What follows belongs to an exercise in optimizing a design on an open flow for small area; a production flow would make more cautious choices. The RTL was checked by simulation tests, not by an equivalence proof against the original design. The clock input has no modelled driver; a real chip could not lean on it and would need a root buffer or a full tree. No activity file was given, so power comes from the tool's default toggle rates.

== build 6 ==
Design uart_top, start of the top module:
module uart_top
(
	input 	wire clk,
	input 	wire rst_btn,
	input 	wire BL616_UART_RX,
	output 	wire BL616_UART_TX,
	output 	reg LED0,
	output	reg LED1,
	output 	reg LED2,
	output 	reg LED3,
	output 	wire LED4
);
For scale: about 460 cells after synthesis, ~170 flip-flops, about 0.0049 mm2 of cells after synthesis.
==> flow/config.mk <==
export PLATFORM = sky130hd
export DESIGN_NAME = uart_top
export DESIGN_NICKNAME = uart_top
export VERILOG_FILES = /design/flow/design.v
export SDC_FILE = /design/flow/constraint.sdc
export NUM_CORES = 4
export LEC_CHECK = 0
export CAP_MARGIN = 20
export CORE_MARGIN = 2
export CORE_UTILIZATION = 65
export GPL_TIMING_DRIVEN = 0
export SLEW_MARGIN = 20
==> flow/constraint.sdc <==
create_clock -name core_clock -period 10.0 [get_ports {clk}]
set_input_delay 2.0000 -clock core_clock [delete_from_list [all_inputs] [get_ports {clk}]]
set_output_delay 2.0000 -clock core_clock [all_outputs]
set_load 0.01 [all_outputs]
standard.sh (not shown) runs the stock make flow with config.mk's settings and CLKGATE_MAP_FILE= SYNTH_SCRIPT=/design/flow/synth_recipe.tcl, a recipe that flattens the netlist after the stock synthesis.
==> flow/flow/run.sh <==
#!/bin/bash
# The standard layout (standard.sh), with these changes:
#  - synthesis is the standard flow's own script (synth_recipe.tcl), but ABC runs once
#    for each area-oriented script flow/abc_*.script instead of ORFS's speed
#    script, and the smallest result is kept (flow/abc_bestof.tcl);
#  - the clock tree is a clkbuf_8 root driving clkbuf_16 leaves (the fewest,
#    from five, whose estimated clock-pin slew stays under 126 ps, over
#    several clusterings of the flip-flops), built by flow/pre_cts.tcl in
#    place of TritonCTS;
#  - port buffers are buf_1.
# Each tool's output goes to the ORFS logs under orfs/logs; make's own output
# goes to flow_make.log.
set -euo pipefail
W=$PWD
{
  echo "set ::ABC_SCRIPTS [list $(ls $W/flow/abc_*.script | tr '\n' ' ')]"
  cat flow/abc_bestof.tcl
  cat synth_recipe.tcl
} > flow_synth.tcl
sed "s#SYNTH_SCRIPT=[^ ]*#SYNTH_SCRIPT=$W/flow_synth.tcl#" standard.sh > flow_standard.sh
export PRE_CTS_TCL=$W/flow/pre_cts.tcl
export BUFFER_PORTS_ARGS="-buffer_cell sky130_fd_sc_hd__buf_1"
bash flow_standard.sh > flow_make.log 2>&1
==> flow/flow/abc_dj500_0.script <==
strash
&get -n
&deepsyn -I 1 -J 500 -S 0 -T 900
&put
dch -f
amap
mfs2 -a
strash
dch -f
amap
topo
==> flow/flow/abc_dj500_1.script <==
strash
&get -n
&deepsyn -I 1 -J 500 -S 1 -T 900
&put
dch -f
amap
mfs2 -a
strash
dch -f
amap
topo
==> flow/flow/abc_dj50_0.script <==
strash
&get -n
&deepsyn -I 1 -J 50 -S 0 -T 300
&put
dch -f
amap
mfs2 -a
strash
dch -f
amap
topo
==> flow/flow/abc_dj50_2.script <==
strash
&get -n
&deepsyn -I 1 -J 50 -S 2 -T 300
&put
dch -f
amap
mfs2 -a
strash
dch -f
amap
topo
Other scripts of this flow, unchanged in this note and not shown: flow/flow/abc_a1.script, flow/flow/abc_bestof.tcl, flow/flow/abc_c1.script, flow/flow/abc_c6.script, flow/flow/abc_d3.script, flow/flow/pre_cts.tcl
Build 6 closes out successfully: all stages finished, all timing, DRC and antenna checks passed.
## Diff of input files: build 41 against build 6
==> flow/flow/abc_ds1.script (new file) <==
strash
&get -n
&deepsyn -T 20 -S 1
&put
dch -f
amap
mfs2 -a
strash
dch -f
amap
topo
==> flow/flow/abc_ds2.script (new file) <==
strash
&get -n
&deepsyn -T 20 -S 2
&put
dch -f
amap
mfs2 -a
strash
dch -f
amap
topo
==> flow/flow/abc_ds3.script (new file) <==
strash
&get -n
&deepsyn -T 20 -S 3
&put
dch -f
amap
mfs2 -a
strash
dch -f
amap
topo
==> flow/flow/abc_e1.script (new file) <==
strash
&get -n
&deepsyn -T 20
&put
dch -f
amap
mfs2 -a
strash
dch -f
amap
topo
removed: flow/flow/abc_dj500_0.script
removed: flow/flow/abc_dj500_1.script
removed: flow/flow/abc_dj50_0.script
removed: flow/flow/abc_dj50_2.script
Notes after the runs:
Build 41 completed every stage of the flow, and the final layout passed the timing, design-rule and antenna checks. Final worst-path setup slack: build 41 vs build 6 identical. Re post-layout net count: no difference whatsoever between build 41 and build 6. The power consumed by combinational cells on build 41 is in line with that on build 6.
--- input diff build 41..build 23 ---
==> flow/flow/abc_dj20_1.script (new file) <==
strash
&get -n
&deepsyn -I 1 -J 20 -S 1 -T 900
&put
dch -f
amap
mfs2 -a
strash
dch -f
amap
topo
==> flow/flow/abc_dj20_4.script (new file) <==
strash
&get -n
&deepsyn -I 1 -J 20 -S 4 -T 900
&put
dch -f
amap
mfs2 -a
strash
dch -f
amap
topo
==> flow/flow/abc_dj500_0.script (new file) <==
strash
&get -n
&deepsyn -I 1 -J 500 -S 0 -T 900
&put
dch -f
amap
mfs2 -a
strash
dch -f
amap
topo
==> flow/flow/abc_dj500_1.script (new file) <==
strash
&get -n
&deepsyn -I 1 -J 500 -S 1 -T 900
&put
dch -f
amap
mfs2 -a
strash
dch -f
amap
topo
==> flow/flow/abc_dj50_0.script (new file) <==
strash
&get -n
&deepsyn -I 1 -J 50 -S 0 -T 300
&put
dch -f
amap
mfs2 -a
strash
dch -f
amap
topo
==> flow/flow/abc_dj50_2.script (new file) <==
strash
&get -n
&deepsyn -I 1 -J 50 -S 2 -T 300
&put
dch -f
amap
mfs2 -a
strash
dch -f
amap
topo
removed: flow/flow/abc_ds1.script
removed: flow/flow/abc_ds2.script
removed: flow/flow/abc_ds3.script
removed: flow/flow/abc_e1.script
==> results.txt <==
Build 41 and build 23 ended up with nearly the same leakage power figure.
Per the comparison of build 23 with build 41, aggregate routed wire length now sits higher; power share of the clock group now sits higher.
No run of this note takes its clock network from TritonCTS; it comes from the design's own scripts or RTL.

========
Another version of the RTL of uart_top (not shown whole).
Size: roughly 460 cells after synthesis, about 9 I/O pins, ~4900 µm² of cells after synthesis.
export LEC_CHECK = 0
export CAP_MARGIN = 20
export CORE_MARGIN = 2
export CORE_UTILIZATION = 60
export GPL_ROUTABILITY_DRIVEN = 0
export GPL_TIMING_DRIVEN = 0
export SLEW_MARGIN = 20
create_clock -name core_clock -period 10.0 [get_ports {clk}]
==> flow/flow/run.sh <==
#!/bin/bash
# The standard layout (standard.sh), with these changes:
#  - synthesis is the standard flow's own script (synth_recipe.tcl), but ABC runs once
#    for each area-oriented script flow/abc_*.script instead of ORFS's speed
#    script, and the smallest result is kept (flow/abc_bestof.tcl);
#  - the clock tree is a clkbuf_8 root driving clkbuf_16 leaves (the fewest,
#    from five, whose estimated clock-pin slew stays under 126 ps), built by
#    flow/pre_cts.tcl in place of TritonCTS;
#  - port buffers are buf_1.
# Each tool's output goes to the ORFS logs under orfs/logs; make's own output
# goes to flow_make.log.
set -euo pipefail
W=$PWD
{
  echo "set ::ABC_SCRIPTS [list $(ls $W/flow/abc_*.script | tr '\n' ' ')]"
  cat flow/abc_bestof.tcl
  cat synth_recipe.tcl
} > flow_synth.tcl
sed "s#SYNTH_SCRIPT=[^ ]*#SYNTH_SCRIPT=$W/flow_synth.tcl#" standard.sh > flow_standard.sh
export PRE_CTS_TCL=$W/flow/pre_cts.tcl
export BUFFER_PORTS_ARGS="-buffer_cell sky130_fd_sc_hd__buf_1"
bash flow_standard.sh > flow_make.log 2>&1
==> flow/flow/pre_cts.tcl <==
# Replaces TritonCTS with a two-level clock tree: the clock port drives one
# root buffer, placed at the centre of the leaves, which drives NLEAF leaf
# buffers, each placed at the centre of a cluster of flip-flops (k-means with
# equal-size clusters on their placed positions) and driving their clock pins. The rest of ORFS's
# CTS step (legalisation, timing repair) runs unchanged after it.
proc manual_clock_tree {nleaf master rootmaster} {
  set block [ord::get_db_block]
  set clknet [$block findNet clk]
  set sinks {}
  foreach it [$clknet getITerms] {
    set inst [$it getInst]
    lassign [$inst getLocation] x y
    set m [$inst getMaster]
    set x [expr {$x + [$m getWidth] / 2}]
    set y [expr {$y + [$m getHeight] / 2}]
    lappend sinks [list $it $x $y]
  }
  set n [llength $sinks]
  puts "manual_cts: $n clock sinks, $nleaf leaf buffers of $master"
  set sorted [lsort -integer -index 1 $sinks]
  set cx {}
  set cy {}
  for {set k 0} {$k < $nleaf} {incr k} {
    set s [lindex $sorted [expr {int(($k + 0.5) * $n / $nleaf)}]]
    lappend cx [lindex $s 1]
    lappend cy [lindex $s 2]
  }
  # k-means with a capacity of ceil(n / nleaf) sinks per cluster: each pass
  # assigns sinks to the nearest centre with room, closest pairs first.
  set cap [expr {($n + $nleaf - 1) / $nleaf}]
  for {set iter 0} {$iter < 30} {incr iter} {
    set pairs {}
    set i 0
    foreach s $sinks {
      for {set k 0} {$k < $nleaf} {incr k} {
        set d [expr {abs([lindex $s 1] - [lindex $cx $k]) + abs([lindex $s 2] - [lindex $cy $k])}]
        lappend pairs [list $d $i $k]
      }
      incr i
    }
    set pairs [lsort -integer -index 0 $pairs]
    set asg [lrepeat $n -1]
    set cnt [lrepeat $nleaf 0]
    foreach p $pairs {
      lassign $p d i k
      if {[lindex $asg $i] >= 0 || [lindex $cnt $k] >= $cap} { continue }
      lset asg $i $k
      lset cnt $k [expr {[lindex $cnt $k] + 1}]
    }
    set sx [lrepeat $nleaf 0]
    set sy [lrepeat $nleaf 0]
    foreach s $sinks a $asg {
      lset sx $a [expr {[lindex $sx $a] + [lindex $s 1]}]
      lset sy $a [expr {[lindex $sy $a] + [lindex $s 2]}]
    }
    for {set k 0} {$k < $nleaf} {incr k} {
      if {[lindex $cnt $k] > 0} {
        lset cx $k [expr {[lindex $sx $k] / [lindex $cnt $k]}]
        lset cy $k [expr {[lindex $sy $k] / [lindex $cnt $k]}]
      }
    }
  }
  puts "manual_cts: cluster sizes $cnt"
  set mbuf [[ord::get_db] findMaster $master]
  set rx 0
  set ry 0
  for {set k 0} {$k < $nleaf} {incr k} {
    set rx [expr {$rx + [lindex $cx $k]}]
    set ry [expr {$ry + [lindex $cy $k]}]
  }
  set root [odb::dbInst_create $block [[ord::get_db] findMaster $rootmaster] "clkbuf_root"]
  $root setLocation [expr {$rx / $nleaf}] [expr {$ry / $nleaf}]
  $root setPlacementStatus PLACED
  set rootnet [odb::dbNet_create $block "clknet_root"]
  $rootnet setSigType CLOCK
  [$root findITerm A] connect $clknet
  [$root findITerm X] connect $rootnet
  set leafnets {}
  for {set k 0} {$k < $nleaf} {incr k} {
    set b [odb::dbInst_create $block $mbuf "clkbuf_leaf_$k"]
    $b setLocation [lindex $cx $k] [lindex $cy $k]
    $b setPlacementStatus PLACED
    set net [odb::dbNet_create $block "clknet_leaf_$k"]
    $net setSigType CLOCK
    [$b findITerm A] connect $rootnet
    [$b findITerm X] connect $net
    lappend leafnets $net
  }
  foreach s $sinks a $asg {
    set it [lindex $s 0]
    $it disconnect
    $it connect [lindex $leafnets $a]
  }
  set_propagated_clock [all_clocks]
}

proc remove_manual_clock_tree {nleaf} {
  set block [ord::get_db_block]
  set clknet [$block findNet clk]
  for {set k 0} {$k < $nleaf} {incr k} {
    set net [$block findNet "clknet_leaf_$k"]
    foreach it [$net getITerms] {
      if {[[$it getInst] getName] ne "clkbuf_leaf_$k"} {
        $it disconnect
        $it connect $clknet
      }
    }
    odb::dbInst_destroy [$block findInst "clkbuf_leaf_$k"]
    odb::dbNet_destroy $net
  }
  odb::dbInst_destroy [$block findInst "clkbuf_root"]
  odb::dbNet_destroy [$block findNet "clknet_root"]
}

proc max_clock_pin_slew {} {
  set mx 0
  foreach pin [get_pins -hierarchical */CLK] {
    set s [get_property $pin slew_max]
    if {$s > $mx} { set mx $s }
  }
  return $mx
}

rename clock_tree_synthesis orfs_clock_tree_synthesis
proc clock_tree_synthesis {args} {
  for {set nleaf 5} {$nleaf <= 10} {incr nleaf} {
    manual_clock_tree $nleaf sky130_fd_sc_hd__clkbuf_16 sky130_fd_sc_hd__clkbuf_8
    estimate_parasitics -placement
    set mx [max_clock_pin_slew]
    puts "manual_cts: $nleaf leaves, max clock-pin slew $mx"
    if {$mx < 0.126 || $nleaf == 10} { break }
    remove_manual_clock_tree $nleaf
  }
}
Other scripts of this flow, unchanged in this note and not shown: flow/flow/abc_a1.script, flow/flow/abc_bestof.tcl, flow/flow/abc_c1.script, flow/flow/abc_c6.script, flow/flow/abc_d3.script, flow/flow/abc_ds1.script, flow/flow/abc_ds2.script, flow/flow/abc_ds3.script, flow/flow/abc_e1.script
==> next run, changes <==
Settings changed: GPL_ROUTABILITY_DRIVEN 0 to not set, GPL_TIMING_DRIVEN 0 to not set.
The new run finished with timing, DRC and antenna clean.
Worst hold slack is worse by 15 ps.
Power increases by about 1.7%.
Worst setup slack is better by 1500 ps.
Wire length increases by about 0.8%.
Final cell count increases by 1.0%.
Design area increases by 0.74%.
Via count is about the same.
Flip-flop and latch count does not change.
Fmax increases by 44%.
Clock skew decreases by 6.2 ps.
First-iteration DRC count decreases by about 9%.
==> next run, changes <==
--- a/flow/flow/pre_cts.tcl
+++ b/flow/flow/pre_cts.tcl
@@ -1,4 +1,4 @@
-# Replaces TritonCTS with a two-level clock tree: the clock port drives one
-# root buffer, placed at the centre of the leaves, which drives NLEAF leaf
-# buffers, each placed at the centre of a cluster of flip-flops (k-means with
+# Replaces TritonCTS with a manual clock tree: the clock port drives either
+# the leaf buffers directly or one root buffer, placed at the centre of the
+# leaves, which drives them. There are NLEAF leaf buffers, each placed at the centre of a cluster of flip-flops (k-means with
 # equal-size clusters on their placed positions) and driving their clock pins. The rest of ORFS's
@@ -70,9 +70,13 @@
   }
-  set root [odb::dbInst_create $block [[ord::get_db] findMaster $rootmaster] "clkbuf_root"]
-  $root setLocation [expr {$rx / $nleaf}] [expr {$ry / $nleaf}]
-  $root setPlacementStatus PLACED
-  set rootnet [odb::dbNet_create $block "clknet_root"]
-  $rootnet setSigType CLOCK
-  [$root findITerm A] connect $clknet
-  [$root findITerm X] connect $rootnet
+  if {$rootmaster eq ""} {
+    set rootnet $clknet
+  } else {
+    set root [odb::dbInst_create $block [[ord::get_db] findMaster $rootmaster] "clkbuf_root"]
+    $root setLocation [expr {$rx / $nleaf}] [expr {$ry / $nleaf}]
+    $root setPlacementStatus PLACED
+    set rootnet [odb::dbNet_create $block "clknet_root"]
+    $rootnet setSigType CLOCK
+    [$root findITerm A] connect $clknet
+    [$root findITerm X] connect $rootnet
+  }
   set leafnets {}
@@ -96,3 +100,3 @@
 
-proc remove_manual_clock_tree {nleaf} {
+proc remove_manual_clock_tree {nleaf rooted} {
   set block [ord::get_db_block]
@@ -110,4 +114,6 @@
   }
-  odb::dbInst_destroy [$block findInst "clkbuf_root"]
-  odb::dbNet_destroy [$block findNet "clknet_root"]
+  if {$rooted} {
+    odb::dbInst_destroy [$block findInst "clkbuf_root"]
+    odb::dbNet_destroy [$block findNet "clknet_root"]
+  }
 }
@@ -125,2 +131,8 @@
 proc clock_tree_synthesis {args} {
+  manual_clock_tree 4 sky130_fd_sc_hd__clkbuf_16 ""
+  estimate_parasitics -placement
+  set mx [max_clock_pin_slew]
+  puts "manual_cts: 4 leaves without root, max clock-pin slew $mx"
+  if {$mx < 0.126} { return }
+  remove_manual_clock_tree 4 0
   for {set nleaf 5} {$nleaf <= 10} {incr nleaf} {
@@ -131,3 +143,3 @@
     if {$mx < 0.126 || $nleaf == 10} { break }
-    remove_manual_clock_tree $nleaf
+    remove_manual_clock_tree $nleaf 1
   }
Settings changed: CORE_UTILIZATION 60 to 80, GPL_TIMING_DRIVEN set to 0.
After rerunning: Total power falls by 0.56%; first-iteration DRC count rises by 70%; via count rises by 6.6%; cell area falls by 1.4%.
No run of this note takes its clock network from TritonCTS; it comes from the design's own scripts or RTL.

## re-timing with driven ports
How much do the figures lean on ideal ports? The routed layouts below were timed once more, with nothing changed but the port constraints.
Step 1: set_driving_cell puts a clkbuf_16 on clk and a buf_2 on each other input, an assumption about the parent block.
Step 2 also shifts input and output timing later by t, the mid clock arrival at the registers, as if the neighbouring blocks saw the same clock.
a / b / c = ideal / step 1 / step 2; a / b = the first two.
run	t, ns	slack for setup (ns)	clock arrival spread, ns	slew at the worst register clock pin (ns)
build 6	0.410	5.143 / 5.143 / 5.143	0.011 / 0.012	0.11 / 0.11
build 41	0.410	5.143 / 5.143 / 5.143	0.011 / 0.012	0.11 / 0.11
build 23	0.422	5.884 / 5.884 / 5.884	0.025 / 0.025	0.12 / 0.12
the first run of note 2	0.418	5.165 / 5.165 / 5.165	0.018 / 0.018	0.12 / 0.12
the second run of note 2	0.423	6.648 / 6.648 / 6.648	0.011 / 0.011	0.10 / 0.10
the third run of note 2	0.399	4.854 / 4.854 / 4.854	0.017 / 0.017	0.12 / 0.12
After both steps every run listed still meets setup and hold.
